Source: an optimization exercise on an open RTL-to-GDS flow (aim: small area, a short achievable clock period and few clock cycles per item). Production flows keep margins and buffers that such runs may drop.
In this exercise RTL edits were held to simulation tests only and were not proved equivalent to the original.

== JK ==
==> flow/design.v <==
module square_root_float (
    input clk, rst,
    input start,
    input [31:0] u,
    output [31:0] out,
    output done, neg_flag
);
    reg        busy;
    reg  [4:0] cnt;          
    reg        hor;          
    reg        cpy;          
    reg  [3:0] shx;          
    reg  [3:0] shy_b;        
    reg        xinv, xcin;   
    reg        yinv;         
    reg        fill;         
    reg [24:0] X;
    reg        X25;
    reg [24:0] Y;
    reg  [7:0] e_out;
    reg        sgn, spec;
    wire [7:0]  E = u[30:23];
    wire [22:0] M = u[22:0];
    wire        m_zero = (M == 23'd0);
    wire        zero = (E == 8'd0) & m_zero;
    wire        one  = E[0] & m_zero;
    wire [8:0]  e_sum = 9'd127 + {1'b0, E};
    always @(posedge clk) begin
        sgn   <= u[31];
        spec  <= zero | one;
        e_out <= zero ? 8'd0 : e_sum[8:1];
    end
    wire [25:0] v  = E[0] ? {3'b001, M} : {2'b01, M, 1'b0};
    wire [25:0] x0 = v + 26'h020_0000;
    wire [25:0] y0 = v - 26'h020_0000;
    wire signed [24:0] y_h  = {fill, Y[24:1]};
    wire        [24:0] x_h  = {X25, X[24:1]};
    wire        [24:0] y_sh = y_h >>> shx;
    wire        [24:0] x_sh = x_h >> (~shy_b);
    wire [25:0] xs = {X, 1'b1} + {y_sh ^ {25{xinv}}, xcin};
    wire [25:0] ys = {Y, 1'b1} + {x_sh ^ {25{yinv}}, yinv};
    wire [24:0] xadd = xs[25:1];
    wire [24:0] yadd = ys[25:1];
    always @(posedge clk) begin
        if (!busy) begin
            X   <= x0[24:0];
            X25 <= x0[25];
            Y   <= y0[24:0];
        end else begin
            X   <= hor ? X : xadd;
            X25 <= 1'b0;
            Y   <= cpy ? xadd : yadd;
        end
    end
    wire fin = (cnt == 5'd27) | ((cnt == 5'd1) & (sgn | spec));
    assign done     = busy & fin;
    assign neg_flag = sgn;
    assign out      = {sgn, e_out, Y[22:0] & {23{~spec}}};
    wire [4:0] cnt_n = busy ? cnt + 5'd1 : 5'd1;
    wire       hor_n = (cnt_n >= 5'd19);
    wire       cpy_n = (cnt_n >= 5'd18);
    reg [3:0] sh_n;
    reg       hinv_n;
    always @(*) begin
        hinv_n = 1'b0;
        case (cnt_n)
            5'd1:  sh_n = 4'd0;    
            5'd2:  sh_n = 4'd1;
            5'd3:  sh_n = 4'd2;
            5'd4:  sh_n = 4'd3;
            5'd5:  sh_n = 4'd3;    
            5'd6:  sh_n = 4'd4;
            5'd7:  sh_n = 4'd5;
            5'd8:  sh_n = 4'd6;
            5'd9:  sh_n = 4'd7;
            5'd10: sh_n = 4'd8;
            5'd11: sh_n = 4'd9;
            5'd12: sh_n = 4'd10;
            5'd13: sh_n = 4'd11;
            5'd14: sh_n = 4'd12;
            5'd15: sh_n = 4'd12;   
            5'd16: sh_n = 4'd13;
            5'd17: sh_n = 4'd14;
            5'd18: sh_n = 4'd15;   
            5'd19: sh_n = 4'd3;    
            5'd20: begin sh_n = 4'd1; hinv_n = 1'b1; end   
            5'd21: begin sh_n = 4'd3; hinv_n = 1'b1; end   
            5'd22: sh_n = 4'd2;    
            5'd23: sh_n = 4'd1;    
            5'd24: begin sh_n = 4'd1; hinv_n = 1'b1; end   
            5'd25: begin sh_n = 4'd1; hinv_n = 1'b1; end   
            default: sh_n = 4'd1;  
        endcase
    end
    wire yneg_n = busy & yadd[24];
    always @(posedge clk) begin
        hor   <= hor_n;
        cpy   <= cpy_n;
        shx   <= sh_n;
        shy_b <= ~sh_n;
        xinv  <= hor_n ? hinv_n : ~yneg_n;
        xcin  <= ~hor_n & ~yneg_n;
        yinv  <= ~yneg_n;
        fill  <= ~hor_n & yneg_n;
    end
    always @(posedge clk, posedge rst) begin
        if (rst) begin
            busy <= 1'b0;
            cnt  <= 5'd0;
        end else begin
            cnt <= cnt_n;
            if (!busy)
                busy <= start;
            else if (fin)
                busy <= 1'b0;
        end
    end
endmodule
Settings: LEC_CHECK=0, CAP_MARGIN=70, CORE_MARGIN=2, CORE_UTILIZATION=40, SLEW_MARGIN=70; clock period 11.0 ns.
run.sh (not shown) runs the stock make flow with config.mk's settings and CLKGATE_MAP_FILE= SYNTH_SCRIPT=/design/flow/synth_recipe.tcl, a recipe that flattens the netlist after the stock synthesis.
JK was carried through to the last stage, and its layout satisfied the timing, design-rule and antenna checks.
Testbench counts of JK, summed over its fixed seeds: cycles 44,800, items 1,600.
## Diff of input files: MS against JK
Settings: SLEW_MARGIN now 20, was 70; CAP_MARGIN now 20, was 70.
JK and MS ended up with nearly the same detailed placer's ending HPWL.
Reported for JK and MS, number of clock-tree buffers in the layout turned out identical to the last digit.
Of the two values seen for source of the critical timing path, shy_b[0] was produced by JK and shx[0] by MS.
Measured against each other, JK and MS differ in fraction of the cycle the final worst path needs, the lower figure coming from JK.
Changes observed in MS relative to JK: total detailed-routing wirelength has decreased; cell area has decreased; post-route worst setup slack has decreased; count of nets left with antenna violations after detail routing has remained practically unchanged.
diff inputs: MS => AL
Settings: SLEW_MARGIN changed from 20 to 90; CAP_MARGIN changed from 20 to 80.
==> notes.md <==
Every run in MS and AL closed cleanly, with the single exception of AL.
Re standard-cell row count: no difference whatsoever between MS and AL.
Comparing MS against AL, there is no change at all in synthesized net count.
AL against MS: share of flip-flops with an asynchronous set or reset after synthesis held, number of register bits inferred by synthesis held, routability-driven placement congestion ratio held.
Reported for MS and AL, fraction of the mapped netlist area in adder cells turned out identical to the last digit.
Post-synthesis cell type count came out exactly the same in MS and AL.
Die boundary height came out exactly the same in MS and AL.
Compared AL against MS; number of ports placed on the die boundary within noise.
Re cell count after synthesis: no difference whatsoever between MS and AL.

==> port drivers added, routing unchanged <==
How much do the figures lean on ideal ports? The routed layouts below were timed once more, with nothing changed but the port constraints. Step 1: set_driving_cell puts a clkbuf_16 on clk and a buf_2 on each other input, an assumption about the parent block. Step 2 times the ports against the registers' clock, not the clock port: input delays grow and output delays shrink by t, the midpoint of the rising clock arrivals with the driver on. Slacks: no drivers / after step 1 / after step 2; pairs: no drivers / after step 1.
run	shift t [ns]	setup slack, ns	clock arrival spread, ns
JK	0.388	6.267 / 6.267 / 6.267	0.012 / 0.012
MS	0.387	5.907 / 5.881 / 5.907	0.016 / 0.016
After both steps setup and hold are still met in every run listed.
